Source: an optimization exercise on an open RTL-to-GDS flow (aim: small area, a short achievable clock period and few clock cycles per item). Production flows keep margins and buffers that such runs may drop. In this exercise RTL edits were held to simulation tests only and were not proved equivalent to the original. Power and IR drop assume default switching activity.

==> flow/design.v (excerpt) <==
module top #(
    parameter WIDTH = 4
) (
    input wire clk,
    input wire rst,
    input wire               in_valid,
    input wire [WIDTH*4-1:0] in_data,
    output wire              in_ready,
    output reg               out_valid,
    output reg [WIDTH*4-1:0] out_data,
    input wire               out_ready
);
export LEC_CHECK = 0
export CAP_MARGIN = 20
export CORE_MARGIN = 2
export CORE_UTILIZATION = 40
export SLEW_MARGIN = 20
create_clock -name core_clock -period 3.5 [get_ports {clk}]
standard.sh (not shown) runs the stock make flow with config.mk's settings and CLKGATE_MAP_FILE= SYNTH_SCRIPT=/design/flow/synth_recipe.tcl, a recipe that flattens the netlist after the stock synthesis.
==> flow/flow/run.sh <==
#!/bin/bash
# Standard ORFS layout (standard.sh) with these changes:
#  - synthesis maps the logic with flow/abc.script instead of ORFS's ABC
#    script; everything else in the standard synthesis is unchanged, so the
#    registers and their names are the standard synthesis's;
#  - full adders are not extracted into fa/ha cells, so ABC maps the adder
#    trees itself, and ABC sizes the logic for inputs driven by buf_2, the
#    port buffer used below;
#  - every port gets a plain buf_2 buffer instead of the delay buffer that
#    buffer_ports picks by default; after global placement flow/post_gpl.tcl
#    makes the buffers of ports with slack to spare buf_1, and out_ready's,
#    which drives every register enable and in_ready, buf_4.
# Each tool's full log is in orfs/logs/; make's output is in flow.log.
set -euo pipefail
W=$PWD
cat > "$W/own_synth.tcl" <<EOT
proc abc {args} {
  set i [lsearch -exact \$args -script]
  if {\$i >= 0} { lset args [expr {\$i + 1}] $W/flow/abc.script }
  yosys abc {*}\$args
}
source $W/synth_recipe.tcl
EOT
bash standard.sh "SYNTH_SCRIPT=$W/own_synth.tcl" "ADDER_MAP_FILE=" \
  "ABC_DRIVER_CELL=sky130_fd_sc_hd__buf_2" \
  "BUFFER_PORTS_ARGS=-buffer_cell sky130_fd_sc_hd__buf_2" \
  "POST_GLOBAL_PLACE_TCL=$W/flow/post_gpl.tcl" finish > flow.log 2>&1
==> flow/flow/abc.script <==
strash
&get -n
&st
&if -g -K 5
&st
&dch
&put
map -D 1000
buffer -p
upsize -D 1000
dnsize -D 1000
==> flow/flow/post_gpl.tcl <==
# Port buffers, after global placement. buffer_ports gave every port a buf_2.
proc port_buffer {port} {
  set net [get_nets [get_full_name $port]]
  foreach pin [get_pins -of_objects $net] {
    set inst [get_cells -of_objects $pin]
    set cell [get_property [get_lib_cells -of_objects $inst] name]
    if {[string match sky130_fd_sc_hd__buf_* $cell]} { return $inst }
  }
  return ""
}
proc set_port_buffer {ports cell} {
  foreach port [get_ports $ports] {
    set inst [port_buffer $port]
    if {$inst ne ""} {
      puts "post_gpl: [get_full_name $port]: [get_full_name $inst] -> $cell"
      replace_cell $inst $cell
    }
  }
}
# The outputs driven straight from registers, and the inputs that only feed
# out_valid's register, have slack to spare: the smallest buffer will do.
set_port_buffer {out_data[*] out_valid rst in_valid} sky130_fd_sc_hd__buf_1
# out_ready drives every register's enable and, through in_ready's buffer,
# the in_ready port: a stronger buffer shortens the out_ready-to-in_ready path.
set_port_buffer {out_ready} sky130_fd_sc_hd__buf_4
The baseline ran to the end with no violations.
Testbench counts at the start, summed over its fixed seeds: cycles 3,208, items 3,200.
Rerun with:
--- a/flow/flow/run.sh
+++ b/flow/flow/run.sh
@@ -6,8 +6,7 @@
 #  - full adders are not extracted into fa/ha cells, so ABC maps the adder
-#    trees itself, and ABC sizes the logic for inputs driven by buf_2, the
-#    port buffer used below;
+#    trees itself;
 #  - every port gets a plain buf_2 buffer instead of the delay buffer that
-#    buffer_ports picks by default; after global placement flow/post_gpl.tcl
-#    makes the buffers of ports with slack to spare buf_1, and out_ready's,
-#    which drives every register enable and in_ready, buf_4.
+#    buffer_ports picks by default, and after global placement
+#    (flow/post_gpl.tcl) the output buffers that only drive an output port
+#    are made buf_1.
 # Each tool's full log is in orfs/logs/; make's output is in flow.log.
@@ -24,3 +23,2 @@
 bash standard.sh "SYNTH_SCRIPT=$W/own_synth.tcl" "ADDER_MAP_FILE=" \
-  "ABC_DRIVER_CELL=sky130_fd_sc_hd__buf_2" \
   "BUFFER_PORTS_ARGS=-buffer_cell sky130_fd_sc_hd__buf_2" \
==> flow/flow/abc.script (replaced) <==
strash
&get -n
&st
&if -g -K 4
&st
&dch
&put
map -D 1300
upsize -D 1300
dnsize -D 1300
==> flow/flow/post_gpl.tcl (replaced) <==
# The output ports other than in_ready are driven from registers and have
# slack to spare: their port buffers can be the smallest buffer.
foreach port [get_ports {out_data[*] out_valid}] {
  set net [get_nets [get_full_name $port]]
  foreach pin [get_pins -of_objects $net -filter "direction == output"] {
    set inst [get_cells -of_objects $pin]
    if {[get_property [get_lib_cells -of_objects $inst] name] eq "sky130_fd_sc_hd__buf_2"} {
      puts "post_gpl: [get_full_name $inst] -> sky130_fd_sc_hd__buf_1"
      replace_cell $inst sky130_fd_sc_hd__buf_1
    }
  }
}
Effect:
- The changed run completed with no timing, DRC or antenna violations
- final area goes down by 0.58%
- non-clock buffer count does not change
- die area goes down by 0.74%
- total power goes up by 1.4%
- count of clock-buffer cells in the layout went down by 1
- worst hold slack loses 0.021 ns
- via count went down by 9.0%
Rerun with:
--- a/flow/flow/run.sh
+++ b/flow/flow/run.sh
@@ -6,7 +6,8 @@
 #  - full adders are not extracted into fa/ha cells, so ABC maps the adder
-#    trees itself;
+#    trees itself, and ABC sizes the logic for inputs driven by buf_2, the
+#    port buffer used below;
 #  - every port gets a plain buf_2 buffer instead of the delay buffer that
-#    buffer_ports picks by default, and after global placement
-#    (flow/post_gpl.tcl) the output buffers that only drive an output port
-#    are made buf_1.
+#    buffer_ports picks by default; after global placement flow/post_gpl.tcl
+#    makes the buffers of ports with slack to spare buf_1, and out_ready's,
+#    which drives every register enable and in_ready, buf_4.
 # Each tool's full log is in orfs/logs/; make's output is in flow.log.
@@ -23,2 +24,3 @@
 bash standard.sh "SYNTH_SCRIPT=$W/own_synth.tcl" "ADDER_MAP_FILE=" \
+  "ABC_DRIVER_CELL=sky130_fd_sc_hd__buf_2" \
   "BUFFER_PORTS_ARGS=-buffer_cell sky130_fd_sc_hd__buf_2" \
==> flow/flow/abc.script (replaced) <==
strash
&get -n
&st
&if -g -K 5
&st
&dch
&put
map -D 1000
upsize -D 1000
dnsize -D 1000
==> flow/flow/post_gpl.tcl (replaced) <==
# Port buffers, after global placement. buffer_ports gave every port a buf_2.
proc port_buffer {port} {
  set net [get_nets [get_full_name $port]]
  foreach pin [get_pins -of_objects $net] {
    set inst [get_cells -of_objects $pin]
    set cell [get_property [get_lib_cells -of_objects $inst] name]
    if {[string match sky130_fd_sc_hd__buf_* $cell]} { return $inst }
  }
  return ""
}
proc set_port_buffer {ports cell} {
  foreach port [get_ports $ports] {
    set inst [port_buffer $port]
    if {$inst ne ""} {
      puts "post_gpl: [get_full_name $port]: [get_full_name $inst] -> $cell"
      replace_cell $inst $cell
    }
  }
}
# The outputs driven straight from registers, and the inputs that only feed
# out_valid's register, have slack to spare: the smallest buffer will do.
set_port_buffer {out_data[*] out_valid rst in_valid} sky130_fd_sc_hd__buf_1
# out_ready drives every register's enable and, through in_ready's buffer,
# the in_ready port: a stronger buffer shortens the out_ready-to-in_ready path.
set_port_buffer {out_ready} sky130_fd_sc_hd__buf_4
Result: Final cell count goes up by 6.5%. Worst hold slack improves by 0.0045 ns. Global-route usage goes down by 0.40 points. Power goes down by 1.3%. Setup slack improves by 0.22 ns. Synthesized cell count goes up by 9.8%.
Rerun with:
--- a/flow/flow/run.sh
+++ b/flow/flow/run.sh
@@ -6,4 +6,3 @@
 #  - full adders are not extracted into fa/ha cells, so ABC maps the adder
-#    trees itself, and ABC sizes the logic for inputs driven by buf_2, the
-#    port buffer used below;
+#    trees itself;
 #  - every port gets a plain buf_2 buffer instead of the delay buffer that
@@ -24,3 +23,2 @@
 bash standard.sh "SYNTH_SCRIPT=$W/own_synth.tcl" "ADDER_MAP_FILE=" \
-  "ABC_DRIVER_CELL=sky130_fd_sc_hd__buf_2" \
   "BUFFER_PORTS_ARGS=-buffer_cell sky130_fd_sc_hd__buf_2" \
Routed wire length climbs by 2.6%.
Total power climbs by 0.63%.
Global-route usage drops by 0.46 points.
Setup slack gains 0.018 ns.
Final area climbs by 2.6%.
Rerun with:
==> flow/flow/run.sh (replaced) <==
#!/bin/bash
# Standard ORFS layout with three changes:
#  - synthesis maps the logic with flow/abc.script instead of ORFS's ABC
#    script (the registers and their names are those of the standard
#    synthesis, which this flow otherwise runs unchanged);
#  - full adders are not extracted into fa/ha cells, so ABC maps the adder
#    trees itself;
#  - the port buffers are plain small buffers, not the delay buffers that
#    buffer_ports picks by default.
set -euo pipefail
W=$PWD
cat > "$W/own_synth.tcl" <<EOT
proc abc {args} {
  set i [lsearch -exact \$args -script]
  if {\$i >= 0} { lset args [expr {\$i + 1}] $W/flow/abc.script }
  yosys abc {*}\$args
}
source $W/synth_recipe.tcl
EOT
bash standard.sh "SYNTH_SCRIPT=$W/own_synth.tcl" "ADDER_MAP_FILE=" \
  "BUFFER_PORTS_ARGS=-buffer_cell sky130_fd_sc_hd__buf_1" finish > flow.log 2>&1
==> flow/flow/abc.script (replaced) <==
strash
&get -n
&st
&if -g -K 4
&st
&dch
&put
map -D 1300
upsize -D 1300
dnsize -D 1300
removed: flow/flow/post_gpl.tcl
Outcome:
- worst hold slack barely changes
- clock-buffer cell count increases by 1
- wire length decreases by about 6%

## separate check: timing with driven ports
Ports are ideal in the flow. The routed layouts listed here were re-timed in OpenROAD.
Step 1 sets driving cells, clkbuf_16 on the clock port and buf_2 on the other inputs (assumed; they add their load-dependent delay and slew).
Step 2, shift: input delay + t, output delay - t, t = (earliest + latest rising clock arrival at the registers) / 2. This alone moves slack from input paths to output paths.
a / b / c = no drivers / after step 1 / after step 2; a / b = the first two.
run	shift t [ns]	slack for setup (ns)	worst register clock-pin slew, ns	worst slew at a driven data input, ns	pins driven straight from the clock port
the first run	0.304	1.628 / 1.629 / 1.325	0.11 / 0.11	0.03	1
the second run	0.297	1.445 / 1.438 / 1.140	0.10 / 0.10	0.03	1
the third run	0.307	1.666 / 1.668 / 1.361	0.09 / 0.09	0.03	1
the fourth run	0.301	1.684 / 1.670 / 1.384	0.09 / 0.09	0.03	1
the fifth run	0.297	1.379 / 1.372 / 1.075	0.09 / 0.09	0.03	1
After both steps every run listed still meets setup and hold.
